From an optimization exercise on the open Yosys and OpenROAD flow, aimed at small area, a short achievable clock period and few clock cycles; shortcuts taken in it are not production practice. Only simulation tests tie the RTL to the original design; equivalence was not proved. Power and IR drop assume default switching activity.

==> flow/design.v <==
module rsa_encrypt
(
  input wire clk,
  input wire rst,
  input wire [12:0] data,
  input wire [2:0] input_data_type,
  output wire [15:0] output_data,
  output wire ready
);
    reg [12:0] n;
    reg [12:0] e;
    reg [7:0]  m;
    reg [12:0] acc;
    reg [12:0] p;
    reg [3:0]  idx;
    reg [3:0]  eidx;
    reg        wbit;
    reg        op_mul;
    reg        busy;
    reg        start;    
    reg        prep;     
    assign ready = ~busy;
    assign output_data = {3'b000, acc};
    function [3:0] msb13(input [12:0] w);
        integer i;
        begin
            msb13 = 4'd0;
            for (i = 1; i < 13; i = i + 1)
                if (w[i]) msb13 = i[3:0];
        end
    endfunction
    wire [3:0] msbe  = msb13(e);
    wire [3:0] msbm  = msb13({5'b00000, m});
    wire [3:0] msba  = msb13(acc);
    wire [3:0] msbm1 = msbm - 4'd1;
    wire [3:0] msba1 = msba - 4'd1;
    wire       m_gt1 = (msbm != 4'd0);
    wire       a_gt1 = (msba != 4'd0);
    wire [15:0] a2  = {2'b00, p, 1'b0};
    wire [15:0] ba  = wbit ? {3'b000, acc} : 16'd0;
    wire [15:0] nn1 = ~{3'b000, n};
    wire [15:0] nn2 = ~{2'b00, n, 1'b0};
    wire [15:0] x1  = a2 ^ ba ^ nn1;
    wire [15:0] c1  = (a2 & ba) | (a2 & nn1) | (ba & nn1);
    wire [15:0] x2  = a2 ^ ba ^ nn2;
    wire [15:0] c2  = (a2 & ba) | (a2 & nn2) | (ba & nn2);
    wire [15:0] s   = a2 + ba;
    wire [15:0] d1  = x1 + {c1[14:0], 1'b1};
    wire [15:0] d2  = x2 + {c2[14:0], 1'b1};
    wire        ge2 = ~d2[15];
    wire        ge1 = ~d1[15];
    wire [12:0] pn  = ge2 ? d2[12:0] : (ge1 ? d1[12:0] : s[12:0]);
    wire accept   = ready & (input_data_type == 3'd1);
    wire last     = (idx == 4'd0);
    wire next_mul = ~op_mul & e[eidx];
    wire [3:0]  idx1 = idx - 4'd1;
    wire [12:0] w    = op_mul ? {5'b00000, m} : acc;
    wire e_one    = (msbe == 4'd0);
    wire reduce   = ({5'b00000, m} >= n);
    wire sq_setup = prep | (start & ~e_one & ~reduce);
    always @(posedge clk) begin
        if (rst) begin
            n     <= 13'd3233;
            e     <= 13'd17;
            busy  <= 1'b0;
            start <= 1'b0;
            prep  <= 1'b0;
        end else if (~busy) begin
            if (input_data_type == 3'd2) n <= data;
            if (input_data_type == 3'd3) e <= data;
            if (accept) begin
                busy  <= 1'b1;
                start <= 1'b1;
            end
        end else if (start) begin
            start <= 1'b0;
            if (e_one)
                busy <= 1'b0;
        end else if (prep) begin
            prep <= 1'b0;
        end else if (last) begin
            if (~next_mul & (eidx == 4'd0))
                busy <= 1'b0;
            else if (~next_mul)
                prep <= 1'b1;
        end
    end
    always @(posedge clk) begin
        if (~busy) begin
            if (accept) begin
                m   <= data[7:0];
                acc <= {5'b00000, data[7:0]};
            end
        end else if (sq_setup) begin
            p      <= a_gt1 ? acc : 13'd0;
            idx    <= a_gt1 ? msba1 : 4'd0;
            wbit   <= a_gt1 ? acc[msba1] : acc[0];
            op_mul <= 1'b0;
            if (start)
                eidx <= msbe - 4'd1;
        end else if (start) begin
            if (~e_one) begin
                acc    <= 13'd1;
                p      <= 13'd0;
                idx    <= msbm;
                wbit   <= m[msbm];
                op_mul <= 1'b1;
                eidx   <= msbe;
            end
        end else if (~last) begin
            p    <= pn;
            idx  <= idx1;
            wbit <= w[idx1];
        end else begin
            acc <= pn;
            if (next_mul) begin
                p      <= m_gt1 ? pn : 13'd0;
                idx    <= m_gt1 ? msbm1 : 4'd0;
                wbit   <= m_gt1 ? m[msbm1] : m[0];
                op_mul <= 1'b1;
            end else begin
                op_mul <= 1'b0;
                eidx   <= eidx - 4'd1;
            end
        end
    end
endmodule
export LEC_CHECK = 0
export CAP_MARGIN = 20
export CORE_MARGIN = 2
export CORE_UTILIZATION = 40
export SETUP_SLACK_MARGIN = 3.85
export SLEW_MARGIN = 20
create_clock -name core_clock -period 7.0 [get_ports {clk}]
run.sh (not shown) runs the stock make flow with config.mk's settings and CLKGATE_MAP_FILE= SYNTH_SCRIPT=/design/flow/synth_recipe.tcl, a recipe that flattens the netlist after the stock synthesis.
Testbench counts at the start, summed over its fixed seeds: cycles 37,587.
Edit:
SETUP_SLACK_MARGIN = 4.2   (was 3.85)
Utilization went up by 4.8 points.
Synthesized area stays the same.
Global-route usage went up by 0.52 points.
Total power went up by 9.5%.
Routed wire length went up by 6.7%.
Synthesized cell count is unchanged.
Edit:
CTS_BUF_LIST = sky130_fd_sc_hd__clkbuf_4 sky130_fd_sc_hd__clkbuf_8   (was unset)
SETUP_SLACK_MARGIN = 3.6   (was 4.2)
The new run produced a clean layout.
Power came out lower by 18%.
Register-to-register slack stays flat.
Cell count came out lower by 5.5%.
Core utilization is lower by 7.0 points.
Global-route usage came out lower by 1.3 points.
Count of clock-buffer cells in the layout came out lower by 1.
Hold slack improves by 0.011 ns.
Synthesized cell count is unchanged.
Wire length falls by 7.6%.
Fmax fell by 0.42%.
Edit:
CAP_MARGIN = 5   (was 20)
SLEW_MARGIN = 5   (was 20)
TNS_END_PERCENT = 100   (was unset)
What happened: Worst hold slack hardly moves; global-route usage stays the same; count of clock-buffer cells in the layout does not change; cell count stays the same; synthesized area stays the same; clock power is about the same; fmax is about the same.

========
RTL: the design.v shown in full above, as it stands there.
clock: 7.0 ns
lec_check: 0
cap_margin: 20
cell_pad_in_sites_detail_placement: 0
cell_pad_in_sites_global_placement: 0
core_margin: 2
core_utilization: 40
cts_buf_list: sky130_fd_sc_hd__clkbuf_4 sky130_fd_sc_hd__clkbuf_8
place_density: 0.85
setup_slack_margin: 3.6
slew_margin: 20
Testbench counts at the start, summed over its fixed seeds: cycles 37,587.
Next try:
==> flow/config.mk (replaced) <==
export PLATFORM = sky130hd
export DESIGN_NAME = rsa_encrypt
export DESIGN_NICKNAME = rsa_encrypt
export VERILOG_FILES = /design/flow/design.v
export SDC_FILE = /design/flow/constraint.sdc
export NUM_CORES = 4
export LEC_CHECK = 0
export CAP_MARGIN = 20
export CORE_MARGIN = 2
export CORE_UTILIZATION = 40
export SETUP_SLACK_MARGIN = 3.6
export SLEW_MARGIN = 20
Non-clock buffer count is lower by 13.
Synthesized cell count is unchanged.
Worst setup slack gains 0.14 ns.
Final area falls by about 0.7%.
First-iteration DRC count went down by about 16%.
Clock-buffer cell count climbs by 2.
Routed wire length grows by 3.4%.
Cell count shrinks by 1.2%.
Next try:
--- a/flow/config.mk
+++ b/flow/config.mk
@@ -9,3 +9,3 @@
 export CORE_MARGIN = 2
-export CORE_UTILIZATION = 40
+export CORE_UTILIZATION = 65
 export SETUP_SLACK_MARGIN = 3.6
=>
- setup slack is worse by 0.050 ns
- global-route usage goes up by 14 points
- utilization goes up by 30 points
- routed wire length goes down by a few percent
- final area goes down slightly
- via count goes up by a few percent
- non-clock buffer count goes up by 14
- fmax goes down slightly

========
rsa_encrypt, a different RTL version from the one above (not shown whole).
Size: about 790 cells after synthesis, ~73 flip-flops, roughly 35 I/O pins, ~0.0066 mm2 of cells after synthesis.
Settings: LEC_CHECK=0, CAP_MARGIN=20, CORE_MARGIN=2, CORE_UTILIZATION=40, CTS_BUF_LIST=sky130_fd_sc_hd__clkbuf_4 sky130_fd_sc_hd__clkbuf_8, SETUP_SLACK_MARGIN=3.8, SLEW_MARGIN=20; clock period 7.0 ns.
Testbench counts at the start, summed over its fixed seeds: cycles 37,062.
Rerun with:
==> flow/flow/run.sh (new file) <==
#!/bin/bash
# Standard layout, with the port buffers made of buf_1 cells instead of the
# automatically chosen delay buffers. The whole make output goes to
# standard_make.log; ORFS's own per-step logs are under orfs/logs/.
set -euo pipefail
bash standard.sh "BUFFER_PORTS_ARGS=-buffer_cell sky130_fd_sc_hd__buf_1" finish > standard_make.log 2>&1
==> flow/standard.sh (new file) <==
#!/bin/bash
# synth_recipe.tcl (not shown) runs the flow's synth.tcl, then flattens the netlist and writes it again
# the make line also repeats each setting of config.mk as NAME=value (left out here)
make -C /OpenROAD-flow-scripts/flow DESIGN_CONFIG=/design/flow/config.mk WORK_HOME=/design/flow/orfs CLKGATE_MAP_FILE= SYNTH_SCRIPT=/design/flow/synth_recipe.tcl "${@:-finish}"
--- a/flow/config.mk
+++ b/flow/config.mk
@@ -10,4 +10,5 @@
 export CORE_UTILIZATION = 40
 export CTS_BUF_LIST = sky130_fd_sc_hd__clkbuf_4 sky130_fd_sc_hd__clkbuf_8
-export SETUP_SLACK_MARGIN = 3.8
+export SETUP_SLACK_MARGIN = 3.5
 export SLEW_MARGIN = 20
+export TNS_END_PERCENT = 5
removed: flow/run.sh
Effect: Area after synthesis does not change. Cell count goes down by 3.2%. Register-to-register slack got worse by 100 ps. Sequential share of layout area rose by 3.0 points.
Rerun with:
--- a/flow/config.mk
+++ b/flow/config.mk
@@ -8,7 +8,6 @@
 export CAP_MARGIN = 20
 export CORE_MARGIN = 2
-export CORE_UTILIZATION = 40
+export CORE_UTILIZATION = 50
 export CTS_BUF_LIST = sky130_fd_sc_hd__clkbuf_4 sky130_fd_sc_hd__clkbuf_8
-export SETUP_SLACK_MARGIN = 3.5
+export SETUP_SLACK_MARGIN = 3.6
 export SLEW_MARGIN = 20
-export TNS_END_PERCENT = 5
The changed run ran to the end with no violations; setup slack gets better by 65 ps; die area is lower by about 20%; register-to-register slack gets better by 70 ps.
Rerun with:
--- a/flow/config.mk
+++ b/flow/config.mk
@@ -8,6 +8,7 @@
 export CAP_MARGIN = 20
 export CORE_MARGIN = 2
-export CORE_UTILIZATION = 50
+export CORE_UTILIZATION = 40
 export CTS_BUF_LIST = sky130_fd_sc_hd__clkbuf_4 sky130_fd_sc_hd__clkbuf_8
+export GPL_TIMING_DRIVEN = 0
 export SETUP_SLACK_MARGIN = 3.6
 export SLEW_MARGIN = 20
Result: Sequential power came out lower slightly; setup slack is worse by 94 ps; final area rises by a few percent; area after synthesis does not change; final cell count rose by a few percent; critical path depth went up by 2; synthesized cell count stays the same; routed wire length falls slightly; die area grows by a quarter to a third; clock-buffer cell count is unchanged.
Rerun with:
--- a/flow/config.mk
+++ b/flow/config.mk
@@ -10,5 +10,4 @@
 export CORE_UTILIZATION = 40
 export CTS_BUF_LIST = sky130_fd_sc_hd__clkbuf_4 sky130_fd_sc_hd__clkbuf_8
-export GPL_TIMING_DRIVEN = 0
-export SETUP_SLACK_MARGIN = 3.6
+export SETUP_SLACK_MARGIN = 3.7
 export SLEW_MARGIN = 20
Worst hold slack is worse by 7.9 ps; setup slack is better by 120 ps; wire length climbs by 7.3%; design area barely changes; synthesized cell count is unchanged; via count climbs by 2.7%; non-clock buffer count drops by 19; critical path depth drops by 4; utilization climbs by 0.13 points; register-to-register slack is better by 120 ps.

========
rsa_encrypt again, from the RTL that the note above started with.
==> flow/config.mk <==
export PLATFORM = sky130hd
export DESIGN_NAME = rsa_encrypt
export DESIGN_NICKNAME = rsa_encrypt
export VERILOG_FILES = /design/flow/design.v
export SDC_FILE = /design/flow/constraint.sdc
export NUM_CORES = 4
export LEC_CHECK = 0
export CAP_MARGIN = 20
export CORE_MARGIN = 2
export CORE_UTILIZATION = 40
export CTS_BUF_LIST = sky130_fd_sc_hd__clkbuf_4 sky130_fd_sc_hd__clkbuf_8
export SETUP_SLACK_MARGIN = 3.4
export SLEW_MARGIN = 20
==> flow/constraint.sdc <==
create_clock -name core_clock -period 7.0 [get_ports {clk}]
set_input_delay 1.4000 -clock core_clock [delete_from_list [all_inputs] [get_ports {clk}]]
set_output_delay 1.4000 -clock core_clock [all_outputs]
set_load 0.01 [all_outputs]
Stock flow here: none of the scripts above is used.
Testbench counts at the start, summed over its fixed seeds: cycles 37,062.
Rerun with:
==> flow/flow/run.sh (new file) <==
#!/bin/bash
# Standard layout, with the port buffers made of buf_1 cells instead of the
# automatically chosen delay buffers. The whole make output goes to
# standard_make.log; ORFS's own per-step logs are under orfs/logs/.
set -euo pipefail
bash standard.sh "BUFFER_PORTS_ARGS=-buffer_cell sky130_fd_sc_hd__buf_1" finish > standard_make.log 2>&1
==> flow/standard.sh (new file) <==
#!/bin/bash
# synth_recipe.tcl (not shown) runs the flow's synth.tcl, then flattens the netlist and writes it again
# the make line also repeats each setting of config.mk as NAME=value (left out here)
make -C /OpenROAD-flow-scripts/flow DESIGN_CONFIG=/design/flow/config.mk WORK_HOME=/design/flow/orfs CLKGATE_MAP_FILE= SYNTH_SCRIPT=/design/flow/synth_recipe.tcl "${@:-finish}"
--- a/flow/config.mk
+++ b/flow/config.mk
@@ -10,4 +10,5 @@
 export CORE_UTILIZATION = 40
 export CTS_BUF_LIST = sky130_fd_sc_hd__clkbuf_4 sky130_fd_sc_hd__clkbuf_8
-export SETUP_SLACK_MARGIN = 3.4
+export SETUP_SLACK_MARGIN = 3.8
 export SLEW_MARGIN = 20
+export TNS_END_PERCENT = 5
removed: flow/run.sh
Result: The changed run finished clean. Register-to-register slack gets better by 0.02 ns. Die area does not change. Cell count went up slightly. Worst hold slack hardly moves. Global-route usage went up by 0.19 points.

========
== lane 1 ==
Starting RTL as in the previous note.
clock: 7.0 ns
lec_check: 0
cap_margin: 20
core_margin: 2
core_utilization: 40
cts_buf_list: sky130_fd_sc_hd__clkbuf_4 sky130_fd_sc_hd__clkbuf_8
setup_slack_margin: 3.6
slew_margin: 20
tns_end_percent: 5
standard.sh (not shown) runs the stock make flow with config.mk's settings and CLKGATE_MAP_FILE= SYNTH_SCRIPT=/design/flow/synth_recipe.tcl, a recipe that flattens the netlist after the stock synthesis.
==> flow/flow/run.sh <==
#!/bin/bash
# Standard layout, with the port buffers made of buf_1 cells instead of the
# automatically chosen delay buffers. The whole make output goes to
# standard_make.log; ORFS's own per-step logs are under orfs/logs/.
set -euo pipefail
bash standard.sh "BUFFER_PORTS_ARGS=-buffer_cell sky130_fd_sc_hd__buf_1" finish > standard_make.log 2>&1
Testbench counts of lane 1, summed over its fixed seeds: cycles 37,062.
The inputs of lane 2 differ from those of lane 1 as listed below.
Settings: removing CTS_BUF_LIST (formerly sky130_fd_sc_hd__clkbuf_4 sky130_fd_sc_hd__clkbuf_8); removing TNS_END_PERCENT (formerly 5).
==> flow/run.sh (new file) <==
#!/bin/bash
# synth_recipe.tcl (not shown) runs the flow's synth.tcl, then flattens the netlist and writes it again
# the make line also repeats each setting of config.mk as NAME=value (left out here)
make -C /OpenROAD-flow-scripts/flow DESIGN_CONFIG=/design/flow/config.mk WORK_HOME=/design/flow/orfs CLKGATE_MAP_FILE= SYNTH_SCRIPT=/design/flow/synth_recipe.tcl finish
removed: flow/flow/run.sh
removed: flow/standard.sh
==> comparison <==
Global placement routability congestion on lane 2 is down relative to lane 1.
Least setup slack across all paths after layout: lane 2 vs lane 1 up 0.0051 ns
Diff lane 1 and lane 2: minimum period implied by the final worst setup slack lower in lane 2
Period utilization essentially unchanged between lane 1 and lane 2.
Summary of lane 2 over lane 1: met2 layer usage reported by global route has increased, fraction of power consumed by the clock network has increased.
Lane 1 → lane 2: final cell count shows no meaningful change, total power draw now larger.
Between lane 1 and lane 2, all-layer global routing usage increased.
Comparing lane 1 and lane 2, the lower total via count after detailed routing was measured on lane 1.
For lane 3, these inputs were changed with respect to lane 2:
Settings: putting CTS_CLUSTER_SIZE at 30 where nothing was set; putting CTS_BUF_LIST at sky130_fd_sc_hd__clkbuf_4 sky130_fd_sc_hd__clkbuf_8 where nothing was set; putting CTS_CLUSTER_DIAMETER at 100 where nothing was set.
==> flow/flow/run.sh (new file) <==
#!/bin/bash
# Standard layout, with the port buffers made of buf_1 cells instead of the
# automatically chosen delay buffers. The whole make output goes to
# standard_make.log; ORFS's own per-step logs are under orfs/logs/.
set -euo pipefail
bash standard.sh "BUFFER_PORTS_ARGS=-buffer_cell sky130_fd_sc_hd__buf_1" finish > standard_make.log 2>&1
==> flow/standard.sh (new file) <==
#!/bin/bash
# synth_recipe.tcl (not shown) runs the flow's synth.tcl, then flattens the netlist and writes it again
# the make line also repeats each setting of config.mk as NAME=value (left out here)
make -C /OpenROAD-flow-scripts/flow DESIGN_CONFIG=/design/flow/config.mk WORK_HOME=/design/flow/orfs CLKGATE_MAP_FILE= SYNTH_SCRIPT=/design/flow/synth_recipe.tcl "${@:-finish}"
removed: flow/run.sh
==> summary.txt <==
- Going from lane 2 to lane 3, the relative contribution of the clock network to total power was found to have gone down by 4.4 points.
- Lane 2 was larger in final cell area than lane 3.
- There was hardly any difference in peak clock frequency supported by timing between lane 2 and lane 3.
- Number of resized instances in the post-cts repair step in lane 3 vs lane 2: down 3
- Lane 3 vs. lane 2: sequential share of layout area went up, overall routed net length shrank by about 3%, flip-flop and latch power comparable.
What lane 4 does differently from lane 3 at the input level:
Settings: putting TNS_END_PERCENT at 5 where nothing was set; swapping 3.6 for 3.7 in SETUP_SLACK_MARGIN; clearing CTS_CLUSTER_DIAMETER, which used to be 100; clearing CTS_CLUSTER_SIZE, which used to be 30.
### Flow results
- Total global-route track usage in lane 4 is 0.77 points higher than in lane 3
- Reported for lane 4 and lane 3, core area turned out identical to the last digit.
- Lane 4: vias per cell about 0.44% above lane 3
- In lane 4, the synthesis-to-layout area growth came out 2.5 points above the value in lane 3.
- Lane 3 → lane 4: post-CTS setup repair buffer count now larger; final wirelength climbed 580 um; worst vdd rail ir drop rose 0.028 mV; buffer count excluding the clock tree in the final layout rose by 5.6%; part of the cycle the worst path needs up 0.52 points.
- Between lane 3 and lane 4, the longest individual stage delay on the worst path does not differ in any meaningful way.
- Taking lane 3 as 1.0, lane 4 lands at 1.06 on overall power consumption.

what the ideal ports hide:
No port has a modelled driver above. Below, the same layouts with a new extraction and two added sets of constraints.
Step 1 (the two cells are an assumption about what drives the block):
set clk [get_ports {clk}]
set_driving_cell -lib_cell sky130_fd_sc_hd__clkbuf_16 $clk
set_driving_cell -lib_cell sky130_fd_sc_hd__buf_2 [delete_from_list [all_inputs] $clk]
Step 2 adds t to the input delays and takes it off the output delays; t is the mean of the earliest and latest rising clock arrival at the registers after step 1. Input paths then give back, and output paths get back, about the clock's delay inside the block.
Slacks: no drivers / after step 1 / after step 2; pairs: no drivers / after step 1.
| run | shift t [ns] | slack for setup (ns) | hold WS [ns] | worst setup path after step 2 |
|---|---|---|---|---|
| the first run of note 1 | 0.373 | 3.562 / 3.562 / 3.562 | 0.455 / 0.455 / 0.455 | register to register |
| the second run of note 1 | 0.380 | 3.581 / 3.581 / 3.581 | 0.457 / 0.457 / 0.457 | register to register |
| the third run of note 1 | 0.392 | 3.567 / 3.567 / 3.567 | 0.468 / 0.468 / 0.468 | register to register |
| the fourth run of note 1 | 0.392 | 3.574 / 3.574 / 3.533 | 0.469 / 0.469 / 0.469 | input to register |
| the first run of note 2 | 0.391 | 3.465 / 3.465 / 3.465 | 0.458 / 0.458 / 0.458 | register to register |
| the second run of note 2 | 0.373 | 3.600 / 3.600 / 3.600 | 0.462 / 0.462 / 0.462 | register to register |
| the third run of note 2 | 0.388 | 3.550 / 3.550 / 3.550 | 0.461 / 0.461 / 0.461 | register to register |
| the first run of note 3 | 0.403 | 3.685 / 3.685 / 3.514 | 0.470 / 0.470 / 0.470 | input to register |
| the second run of note 3 | 0.404 | 3.581 / 3.581 / 3.518 | 0.466 / 0.466 / 0.466 | input to register |
| the third run of note 3 | 0.400 | 3.646 / 3.646 / 3.494 | 0.463 / 0.463 / 0.463 | input to register |
| the fourth run of note 3 | 0.395 | 3.552 / 3.552 / 3.387 | 0.471 / 0.471 / 0.471 | input to register |
| the fifth run of note 3 | 0.419 | 3.673 / 3.673 / 3.396 | 0.463 / 0.463 / 0.463 | input to register |
| the first run of note 4 | 0.399 | 3.536 / 3.536 / 3.394 | 0.462 / 0.462 / 0.462 | input to register |
| the second run of note 4 | 0.390 | 3.554 / 3.554 / 3.463 | 0.460 / 0.460 / 0.460 | input to register |
| lane 1 | 0.402 | 3.627 / 3.627 / 3.457 | 0.468 / 0.468 / 0.468 | input to register |
| lane 2 | 0.378 | 3.632 / 3.632 / 3.415 | 0.458 / 0.458 / 0.458 | input to register |
| lane 3 | 0.403 | 3.640 / 3.640 / 3.537 | 0.468 / 0.468 / 0.468 | input to register |
| lane 4 | 0.394 | 3.604 / 3.604 / 3.377 | 0.455 / 0.455 / 0.455 | input to register |
After both steps every run listed still meets setup and hold. The setup slack of the fifth run of note 3, which loses most, moves by 0.000 ns with the drivers and by -0.277 ns with both steps.
